This design comes from an exercise in tuning for small area and a short achievable clock period on the open sky130 flow, not from production work.
At most, simulation tests tie the RTL to the original design; equivalence was not proved.
Power and IR drop assume default switching activity.

== maple ==
Design commit_fifo, start of the top module:
module commit_fifo #(
    parameter int P_ADDR_WIDTH = 5,
    parameter int P_DATA_WIDTH = 32
) (
    input  logic                    clk,
    input  logic                    rst,
    input  logic                    wr_en,
    input  logic                    commit,
    input  logic [P_DATA_WIDTH-1:0] data_in,
    output logic                    full,
    input  logic                    rd_en,
    output logic [P_DATA_WIDTH-1:0] data_out,
    output logic                    empty
);
Size: about 2500 cells after synthesis, roughly 1200 flip-flops, roughly 71 I/O pins, roughly 0.042 mm^2 of cells after synthesis.
==> module commit_fifo, before the edit <==
module commit_fifo #(
    parameter int P_ADDR_WIDTH = 5,
    parameter int P_DATA_WIDTH = 32
) (
    input  logic                    clk,
    input  logic                    rst,
    input  logic                    wr_en,
    input  logic                    commit,
    input  logic [P_DATA_WIDTH-1:0] data_in,
    output logic                    full,
    input  logic                    rd_en,
    output logic [P_DATA_WIDTH-1:0] data_out,
    output logic                    empty
);
localparam int N = 2**P_ADDR_WIDTH;
logic [P_DATA_WIDTH-1:0] ram [N];
logic [P_ADDR_WIDTH:0] waddr_q;
logic [P_ADDR_WIDTH:0] waddr_commit;
logic [P_ADDR_WIDTH:0] raddr_q;
logic [N-1:0]          rsel_n;       
logic [N-1:0]          wsel_q;       
logic                  full_q;       
logic                  not_full_q;   
logic                  empty_p;      
logic                  discarding;
logic                  output_slot_avail;   
logic                  slot_used_q;         
logic [P_ADDR_WIDTH:0] waddr_inc;
logic [P_ADDR_WIDTH:0] raddr_inc;
logic                  occ_m1;       
logic                  ccnt_full;    
logic                  ccnt_one;     
assign waddr_inc = waddr_q + 1'b1;
assign raddr_inc = raddr_q + 1'b1;
assign occ_m1    = (waddr_inc    ^ raddr_q) == {1'b1, {P_ADDR_WIDTH{1'b0}}};
assign ccnt_full = (waddr_commit ^ raddr_q) == {1'b1, {P_ADDR_WIDTH{1'b0}}};
assign ccnt_one  = waddr_commit == raddr_inc;
logic ready, adv, wr_ok, wr_drop, wr_commit, full_next, avail_next;
assign ready     = rd_en || !slot_used_q;
assign adv       = ready && !empty_p;
assign wr_ok     = wr_en && not_full_q && !discarding;
assign wr_drop   = wr_en && !(not_full_q && !discarding);
assign wr_commit = wr_ok && commit;
assign full_next  = !rst && !adv && (wr_ok ? occ_m1 : wr_drop ? ccnt_full : !not_full_q);
assign avail_next = rst || (empty_p && ready);
assign full  = full_q;
assign empty = output_slot_avail;
logic [N-1:0] wsel_next;
always_comb
    for (int i = 0; i < N; i++)
        if (rst)
            wsel_next[i] = i == 0;
        else if (wr_drop)
            wsel_next[i] = waddr_commit[P_ADDR_WIDTH-1:0] == i;
        else if (wr_ok)
            wsel_next[i] = wsel_q[(i+N-1)%N];
        else
            wsel_next[i] = wsel_q[i];
always_ff @(posedge clk)
    wsel_q <= wsel_next;
for (genvar i = 0; i < N; i++) begin : g_ram
    always_ff @(posedge clk)
        if (not_full_q && wsel_q[i])
            ram[i] <= data_in;
end
logic [P_DATA_WIDTH-1:0] rdata;
always_comb begin
    rdata = '1;
    for (int i = 0; i < N; i++)
        rdata = rdata & ({P_DATA_WIDTH{rsel_n[i]}} | ram[i]);
end
always_ff @(posedge clk) begin
    full_q            <= full_next;
    not_full_q        <= !full_next;
    output_slot_avail <= avail_next;
    slot_used_q       <= !avail_next;
end
always_ff @(posedge clk)
    if (rst) begin
        discarding        <= 1'b0;
        waddr_q           <= '0;
        waddr_commit      <= '0;
        raddr_q           <= '0;
        rsel_n            <= {{(N-1){1'b1}}, 1'b0};
        empty_p           <= 1'b1;
    end else begin
        if (wr_en)
            discarding <= !commit && !(not_full_q && !discarding);
        if (wr_drop)
            waddr_q <= waddr_commit;
        else if (wr_ok)
            waddr_q <= waddr_inc;
        if (wr_commit)
            waddr_commit <= waddr_inc;
        if (adv) begin
            raddr_q <= raddr_inc;
            rsel_n  <= {rsel_n[N-2:0], rsel_n[N-1]};
        end
        empty_p <= !wr_commit && (adv ? ccnt_one : empty_p);
    end
logic [P_DATA_WIDTH-1:0] data_hold;
logic hold;
assign hold = slot_used_q && !rd_en;    
always_ff @(posedge clk)
    if (!hold)
        data_hold <= rdata;
always_ff @(posedge clk)
    data_out <= ready ? rdata : data_hold;
endmodule
export LEC_CHECK = 0
export CAP_MARGIN = 20
export CORE_MARGIN = 2
export CORE_UTILIZATION = 65
export SETUP_SLACK_MARGIN = 3.0
export SLEW_MARGIN = 20
create_clock -name core_clock -period 5.0 [get_ports {clk}]
run.sh (not shown) runs the stock make flow with config.mk's settings and CLKGATE_MAP_FILE= SYNTH_SCRIPT=/design/flow/synth_recipe.tcl, a recipe that flattens the netlist after the stock synthesis.
maple closes out successfully: all stages finished, all timing, DRC and antenna checks passed.
What birch does differently from maple at the input level:
--- a/flow/design.v
+++ b/flow/design.v
@@ -14,13 +14,13 @@
 );
 localparam int N = 2**P_ADDR_WIDTH;
 logic [P_DATA_WIDTH-1:0] ram [N];
 logic [P_ADDR_WIDTH:0] waddr_q;
 logic [P_ADDR_WIDTH:0] waddr_commit;
 logic [P_ADDR_WIDTH:0] raddr_q;
-logic [N-1:0]          rsel_n;       
+logic [N-1:0]          rsel_q;       
 logic [N-1:0]          wsel_q;       
 logic                  full_q;       
 logic                  not_full_q;   
 logic                  empty_p;      
 logic                  discarding;
 logic                  output_slot_avail;   
@@ -62,15 +62,15 @@
     always_ff @(posedge clk)
         if (not_full_q && wsel_q[i])
             ram[i] <= data_in;
 end
 logic [P_DATA_WIDTH-1:0] rdata;
 always_comb begin
-    rdata = '1;
+    rdata = '0;
     for (int i = 0; i < N; i++)
-        rdata = rdata & ({P_DATA_WIDTH{rsel_n[i]}} | ram[i]);
+        rdata = rdata | ({P_DATA_WIDTH{rsel_q[i]}} & ram[i]);
 end
 always_ff @(posedge clk) begin
     full_q            <= full_next;
     not_full_q        <= !full_next;
     output_slot_avail <= avail_next;
     slot_used_q       <= !avail_next;
@@ -78,32 +78,26 @@
 always_ff @(posedge clk)
     if (rst) begin
         discarding        <= 1'b0;
         waddr_q           <= '0;
         waddr_commit      <= '0;
         raddr_q           <= '0;
-        rsel_n            <= {{(N-1){1'b1}}, 1'b0};
+        rsel_q            <= {{(N-1){1'b0}}, 1'b1};
         empty_p           <= 1'b1;
     end else begin
         if (wr_en)
             discarding <= !commit && !(not_full_q && !discarding);
         if (wr_drop)
             waddr_q <= waddr_commit;
         else if (wr_ok)
             waddr_q <= waddr_inc;
         if (wr_commit)
             waddr_commit <= waddr_inc;
         if (adv) begin
             raddr_q <= raddr_inc;
-            rsel_n  <= {rsel_n[N-2:0], rsel_n[N-1]};
+            rsel_q  <= {rsel_q[N-2:0], rsel_q[N-1]};
         end
         empty_p <= !wr_commit && (adv ? ccnt_one : empty_p);
     end
-logic [P_DATA_WIDTH-1:0] data_hold;
-logic hold;
-assign hold = slot_used_q && !rd_en;    
 always_ff @(posedge clk)
-    if (!hold)
-        data_hold <= rdata;
-always_ff @(posedge clk)
-    data_out <= ready ? rdata : data_hold;
+    data_out <= (rdata & {P_DATA_WIDTH{ready}}) | (data_out & {P_DATA_WIDTH{!ready}});
 endmodule
## What came out
- In the route summary, birch ends up with a via count below that of maple.
- Comparing total routing resource utilization after global routing for maple and birch, the smaller number came from birch.
- Going from maple to birch, layout multi-input combinational cell count saw a decrease; data arrival time of the worst path saw an increase.
- [compare] base=maple new=birch: number of flip-flops and latches in the synthesized netlist went down; adder and majority gate portion of the synthesized area did not really move.
Function was not checked in any run of this note: the RTL went through the layout flow alone.

========
== before ==
The RTL this note starts from:
==> flow/design.v <==
module commit_fifo #(
    parameter int P_ADDR_WIDTH = 5,
    parameter int P_DATA_WIDTH = 32
) (
    input  logic                    clk,
    input  logic                    rst,
    input  logic                    wr_en,
    input  logic                    commit,
    input  logic [P_DATA_WIDTH-1:0] data_in,
    output logic                    full,
    input  logic                    rd_en,
    output logic [P_DATA_WIDTH-1:0] data_out,
    output logic                    empty
);
localparam int N = 2**P_ADDR_WIDTH;
logic [P_DATA_WIDTH-1:0] ram [N];
logic [P_ADDR_WIDTH:0] waddr_q;
logic [P_ADDR_WIDTH:0] waddr_commit;
logic [P_ADDR_WIDTH:0] raddr_q;
logic                  full_q;       
logic                  empty_p;      
logic                  discarding;
logic                  output_slot_avail;
logic [P_ADDR_WIDTH:0] waddr_inc;
logic [P_ADDR_WIDTH:0] raddr_inc;
logic                  occ_m1;       
logic                  ccnt_full;    
logic                  ccnt_one;     
assign waddr_inc = waddr_q + 1'b1;
assign raddr_inc = raddr_q + 1'b1;
assign occ_m1    = (waddr_inc    ^ raddr_q) == {1'b1, {P_ADDR_WIDTH{1'b0}}};
assign ccnt_full = (waddr_commit ^ raddr_q) == {1'b1, {P_ADDR_WIDTH{1'b0}}};
assign ccnt_one  = waddr_commit == raddr_inc;
logic ready, adv, wr_ok, wr_drop, wr_commit;
assign ready     = rd_en || output_slot_avail;
assign adv       = ready && !empty_p;
assign wr_ok     = wr_en && !full_q && !discarding;
assign wr_drop   = wr_en && (full_q || discarding);
assign wr_commit = wr_ok && commit;
assign full  = full_q;
assign empty = output_slot_avail;
always_ff @(posedge clk)
    if (!full_q)
        ram[waddr_q[P_ADDR_WIDTH-1:0]] <= data_in;
always_ff @(posedge clk)
    if (rst) begin
        discarding        <= 1'b0;
        waddr_q           <= '0;
        waddr_commit      <= '0;
        raddr_q           <= '0;
        full_q            <= 1'b0;
        empty_p           <= 1'b1;
        output_slot_avail <= 1'b1;
    end else begin
        if (wr_en)
            discarding <= !commit && (full_q || discarding);
        if (wr_drop)
            waddr_q <= waddr_commit;
        else if (wr_ok)
            waddr_q <= waddr_inc;
        if (wr_commit)
            waddr_commit <= waddr_inc;
        if (adv)
            raddr_q <= raddr_inc;
        full_q  <= !adv && (wr_ok ? occ_m1 : wr_drop ? ccnt_full : full_q);
        empty_p <= !wr_commit && (adv ? ccnt_one : empty_p);
        output_slot_avail <= empty_p && ready;
    end
always_ff @(posedge clk)
    if (ready)
        data_out <= ram[raddr_q[P_ADDR_WIDTH-1:0]];
endmodule
==> flow/config.mk <==
export PLATFORM = sky130hd
export DESIGN_NAME = commit_fifo
export DESIGN_NICKNAME = commit_fifo
export VERILOG_FILES = /design/flow/design.v
export SDC_FILE = /design/flow/constraint.sdc
export NUM_CORES = 4
export LEC_CHECK = 0
export CAP_MARGIN = 20
export CORE_MARGIN = 2
export CORE_UTILIZATION = 40
export SLEW_MARGIN = 20
==> flow/constraint.sdc <==
create_clock -name core_clock -period 5.0 [get_ports {clk}]
set_input_delay 1.0000 -clock core_clock [delete_from_list [all_inputs] [get_ports {clk}]]
set_output_delay 1.0000 -clock core_clock [all_outputs]
set_load 0.01 [all_outputs]
## Diff of input files: after against before
==> flow/design.v <==
module commit_fifo #(
    parameter int P_ADDR_WIDTH = 5,
    parameter int P_DATA_WIDTH = 32
) (
    input  logic                    clk,
    input  logic                    rst,
    input  logic                    wr_en,
    input  logic                    commit,
    input  logic [P_DATA_WIDTH-1:0] data_in,
    output logic                    full,
    input  logic                    rd_en,
    output logic [P_DATA_WIDTH-1:0] data_out,
    output logic                    empty
);
localparam int N = 2**P_ADDR_WIDTH;
logic [P_DATA_WIDTH-1:0] ram [N];
logic [P_ADDR_WIDTH:0] waddr_q;
logic [P_ADDR_WIDTH:0] waddr_commit;
logic [P_ADDR_WIDTH:0] raddr_q;
logic [N-1:0]          rsel_q;       
logic                  full_q;       
logic                  not_full_q;   
logic                  empty_p;      
logic                  discarding;
logic                  output_slot_avail;   
logic                  slot_used_q;         
logic [P_ADDR_WIDTH:0] waddr_inc;
logic [P_ADDR_WIDTH:0] raddr_inc;
logic                  occ_m1;       
logic                  ccnt_full;    
logic                  ccnt_one;     
assign waddr_inc = waddr_q + 1'b1;
assign raddr_inc = raddr_q + 1'b1;
assign occ_m1    = (waddr_inc    ^ raddr_q) == {1'b1, {P_ADDR_WIDTH{1'b0}}};
assign ccnt_full = (waddr_commit ^ raddr_q) == {1'b1, {P_ADDR_WIDTH{1'b0}}};
assign ccnt_one  = waddr_commit == raddr_inc;
logic ready, adv, wr_ok, wr_drop, wr_commit, full_next, avail_next;
assign ready     = rd_en || !slot_used_q;
assign adv       = ready && !empty_p;
assign wr_ok     = wr_en && not_full_q && !discarding;
assign wr_drop   = wr_en && !(not_full_q && !discarding);
assign wr_commit = wr_ok && commit;
assign full_next  = !rst && !adv && (wr_ok ? occ_m1 : wr_drop ? ccnt_full : !not_full_q);
assign avail_next = rst || (empty_p && ready);
assign full  = full_q;
assign empty = output_slot_avail;
for (genvar i = 0; i < N; i++) begin : g_ram
    always_ff @(posedge clk)
        if (not_full_q && waddr_q[P_ADDR_WIDTH-1:0] == i)
            ram[i] <= data_in;
end
logic [P_DATA_WIDTH-1:0] rdata;
always_comb begin
    rdata = '0;
    for (int i = 0; i < N; i++)
        rdata = rdata | ({P_DATA_WIDTH{rsel_q[i]}} & ram[i]);
end
always_ff @(posedge clk) begin
    full_q            <= full_next;
    not_full_q        <= !full_next;
    output_slot_avail <= avail_next;
    slot_used_q       <= !avail_next;
end
always_ff @(posedge clk)
    if (rst) begin
        discarding        <= 1'b0;
        waddr_q           <= '0;
        waddr_commit      <= '0;
        raddr_q           <= '0;
        rsel_q            <= {{(N-1){1'b0}}, 1'b1};
        empty_p           <= 1'b1;
    end else begin
        if (wr_en)
            discarding <= !commit && !(not_full_q && !discarding);
        if (wr_drop)
            waddr_q <= waddr_commit;
        else if (wr_ok)
            waddr_q <= waddr_inc;
        if (wr_commit)
            waddr_commit <= waddr_inc;
        if (adv) begin
            raddr_q <= raddr_inc;
            rsel_q  <= {rsel_q[N-2:0], rsel_q[N-1]};
        end
        empty_p <= !wr_commit && (adv ? ccnt_one : empty_p);
    end
always_ff @(posedge clk)
    if (ready)
        data_out <= rdata;
endmodule
--- outcome ---
In summary, after completed successfully, with a layout that passed the timing, design-rule and antenna checks.
Relative to before, the share of total power in combinational logic of after is lower by 3.6 points.
Number of global-route vias before repair grows by more than 10% when moving from before to after.
after vs before — wire length rose 27%.
The final weighted congestion in routability-driven placement reported for after is greater than that of before by 0.056.
after vs before: largest net degree at the start of global routing down by more than a quarter
Synthesized cell area delta for after relative to before: 3.4% lower
On core utilization, before and after are neck and neck.
Number of clock-tree buffers in the layout for after: about 8% up relative to before
Minimum period implied by the final worst setup slack in after vs before: down 0.31 ns
Compared with before, after shows number of antenna violations at the first check in global routing lower by 2.
A origin of the worst setup path of waddr_q[0]$_SDFFE_PP0P_ is what after shows, while raddr_q[0]$_SDFFE_PP0P_ belongs to before.
Function was not checked in any run of this note: the RTL went through the layout flow alone.

========
Another version of the RTL of commit_fifo (not shown whole).
Size: about 1,200 flip-flops, roughly 71 I/O pins, roughly 0.042 sq mm of cells after synthesis.
==> module commit_fifo, before the edit <==
module commit_fifo #(
    parameter int P_ADDR_WIDTH = 5,
    parameter int P_DATA_WIDTH = 32
) (
    input  logic                    clk,
    input  logic                    rst,
    input  logic                    wr_en,
    input  logic                    commit,
    input  logic [P_DATA_WIDTH-1:0] data_in,
    output logic                    full,
    input  logic                    rd_en,
    output logic [P_DATA_WIDTH-1:0] data_out,
    output logic                    empty
);
localparam int N = 2**P_ADDR_WIDTH;
logic [P_DATA_WIDTH-1:0] ram [N];
logic [P_ADDR_WIDTH:0] waddr_q;
logic [P_ADDR_WIDTH:0] waddr_commit;
logic [P_ADDR_WIDTH:0] raddr_q;
logic [N-1:0]          rsel_n;       
logic [N-1:0]          wsel_q;       
logic                  full_q;       
logic                  not_full_q;   
logic                  empty_p;      
logic                  discarding;
logic                  output_slot_avail;   
logic                  slot_used_q;         
logic [P_ADDR_WIDTH:0] waddr_inc;
logic [P_ADDR_WIDTH:0] raddr_inc;
logic                  occ_m1;       
logic                  ccnt_full;    
logic                  ccnt_one;     
assign waddr_inc = waddr_q + 1'b1;
assign raddr_inc = raddr_q + 1'b1;
assign occ_m1    = (waddr_inc    ^ raddr_q) == {1'b1, {P_ADDR_WIDTH{1'b0}}};
assign ccnt_full = (waddr_commit ^ raddr_q) == {1'b1, {P_ADDR_WIDTH{1'b0}}};
assign ccnt_one  = waddr_commit == raddr_inc;
logic ready, adv, wr_ok, wr_drop, wr_commit, full_next, avail_next;
assign ready     = rd_en || !slot_used_q;
assign adv       = ready && !empty_p;
assign wr_ok     = wr_en && not_full_q && !discarding;
assign wr_drop   = wr_en && !(not_full_q && !discarding);
assign wr_commit = wr_ok && commit;
assign full_next  = !rst && !adv && (wr_ok ? occ_m1 : wr_drop ? ccnt_full : !not_full_q);
assign avail_next = rst || (empty_p && ready);
assign full  = full_q;
assign empty = output_slot_avail;
logic [N-1:0] wsel_next;
always_comb
    for (int i = 0; i < N; i++)
        if (rst)
            wsel_next[i] = i == 0;
        else if (full_next)
            wsel_next[i] = 1'b0;
        else if (wr_drop)
            wsel_next[i] = waddr_commit[P_ADDR_WIDTH-1:0] == i;
        else if (wr_ok)
            wsel_next[i] = wsel_q[(i+N-1)%N];
        else if (!not_full_q)
            wsel_next[i] = !rsel_n[i];
        else
            wsel_next[i] = wsel_q[i];
always_ff @(posedge clk)
    wsel_q <= wsel_next;
for (genvar i = 0; i < N; i++) begin : g_ram
    always_ff @(posedge clk)
        if (wsel_q[i])
            ram[i] <= data_in;
end
logic [P_DATA_WIDTH-1:0] rdata;
always_comb begin
    rdata = '1;
    for (int i = 0; i < N; i++)
        rdata = rdata & ({P_DATA_WIDTH{rsel_n[i]}} | ram[i]);
end
always_ff @(posedge clk) begin
    full_q            <= full_next;
    not_full_q        <= !full_next;
    output_slot_avail <= avail_next;
    slot_used_q       <= !avail_next;
end
always_ff @(posedge clk)
    if (rst) begin
        discarding        <= 1'b0;
        waddr_q           <= '0;
        waddr_commit      <= '0;
        raddr_q           <= '0;
        rsel_n            <= {{(N-1){1'b1}}, 1'b0};
        empty_p           <= 1'b1;
    end else begin
        if (wr_en)
            discarding <= !commit && !(not_full_q && !discarding);
        if (wr_drop)
            waddr_q <= waddr_commit;
        else if (wr_ok)
            waddr_q <= waddr_inc;
        if (wr_commit)
            waddr_commit <= waddr_inc;
        if (adv) begin
            raddr_q <= raddr_inc;
            rsel_n  <= {rsel_n[N-2:0], rsel_n[N-1]};
        end
        empty_p <= !wr_commit && (adv ? ccnt_one : empty_p);
    end
logic [P_DATA_WIDTH-1:0] data_hold;
logic hold;
assign hold = slot_used_q && !rd_en;    
always_ff @(posedge clk)
    if (!hold)
        data_hold <= rdata;
always_ff @(posedge clk)
    data_out <= ready ? rdata : data_hold;
endmodule
make LEC_CHECK=0 CAP_MARGIN=20 CORE_MARGIN=2 CORE_UTILIZATION=65 CTS_CLUSTER_DIAMETER=80 CTS_CLUSTER_SIZE=24 SETUP_SLACK_MARGIN=3.0 SLEW_MARGIN=20 finish   # period 5.0 ns
Rerun with:
--- a/flow/design.v
+++ b/flow/design.v
@@ -17,9 +17,8 @@
 logic [P_ADDR_WIDTH:0] waddr_q;
 logic [P_ADDR_WIDTH:0] waddr_commit;
 logic [P_ADDR_WIDTH:0] raddr_q;
 logic [N-1:0]          rsel_n;       
-logic [N-1:0]          wsel_q;       
 logic                  full_q;       
 logic                  not_full_q;   
 logic                  empty_p;      
 logic                  discarding;
@@ -44,28 +43,11 @@
 assign full_next  = !rst && !adv && (wr_ok ? occ_m1 : wr_drop ? ccnt_full : !not_full_q);
 assign avail_next = rst || (empty_p && ready);
 assign full  = full_q;
 assign empty = output_slot_avail;
-logic [N-1:0] wsel_next;
-always_comb
-    for (int i = 0; i < N; i++)
-        if (rst)
-            wsel_next[i] = i == 0;
-        else if (full_next)
-            wsel_next[i] = 1'b0;
-        else if (wr_drop)
-            wsel_next[i] = waddr_commit[P_ADDR_WIDTH-1:0] == i;
-        else if (wr_ok)
-            wsel_next[i] = wsel_q[(i+N-1)%N];
-        else if (!not_full_q)
-            wsel_next[i] = !rsel_n[i];
-        else
-            wsel_next[i] = wsel_q[i];
-always_ff @(posedge clk)
-    wsel_q <= wsel_next;
 for (genvar i = 0; i < N; i++) begin : g_ram
     always_ff @(posedge clk)
-        if (wsel_q[i])
+        if (not_full_q && waddr_q[P_ADDR_WIDTH-1:0] == i)
             ram[i] <= data_in;
 end
 logic [P_DATA_WIDTH-1:0] rdata;
 always_comb begin
What happened: The changed run completed with no timing, DRC or antenna violations; via count came out lower by 5.5%; worst setup slack loses 0.013 ns; flip-flop and latch count came out lower by 32; total power came out lower by 10%; hold slack loses 0.0085 ns; core utilization came out higher by 2.0 points; global-route usage came out lower by 0.52 points; cell area came out lower by 1.5%; area after synthesis came out lower by 3.8%; wire length came out lower by 4.7%; count of clock-buffer cells in the layout came out lower by 1; non-clock buffer count came out higher by 31; sequential share of layout area came out lower by 0.34 points.

afterwards: timing with drivers on the ports:
How much do the figures lean on ideal ports? The routed layouts below were timed once more, with nothing changed but the port constraints. Step 1, drivers: a clkbuf_16 drives clk and a buf_2 each remaining input, both assumed. Step 2 moves the port delays by t, midway between the first and last clock arrival at a register: inputs arrive t later, outputs are due t later. That takes back most of the time a late clock gives input paths. a / b / c = ideal / step 1 / step 2; a / b = the first two.
run	shift t [ns]	setup WS [ns]	slew at the worst register clock pin (ns)	worst data-port slew with drivers (ns)	pins driven straight from the clock port
maple	0.730	2.841 / 2.777 / 2.282	0.07 / 0.07	0.09	1
birch	0.724	2.686 / 2.617 / 2.357	0.07 / 0.07	0.12	1
before	0.724	1.794 / 1.794 / 1.794	0.07 / 0.07	0.14	1
after	0.746	2.105 / 2.105 / 1.857	0.07 / 0.07	0.16	1
the first run of note 3	0.716	2.845 / 2.777 / 2.412	0.10 / 0.10	0.11	1
the second run of note 3	0.719	2.832 / 2.767 / 2.350	0.11 / 0.11	0.10	1
After both steps every run listed still meets setup and hold. The setup slack of maple, which loses most, moves by -0.064 ns with the drivers and by -0.559 ns with both steps.
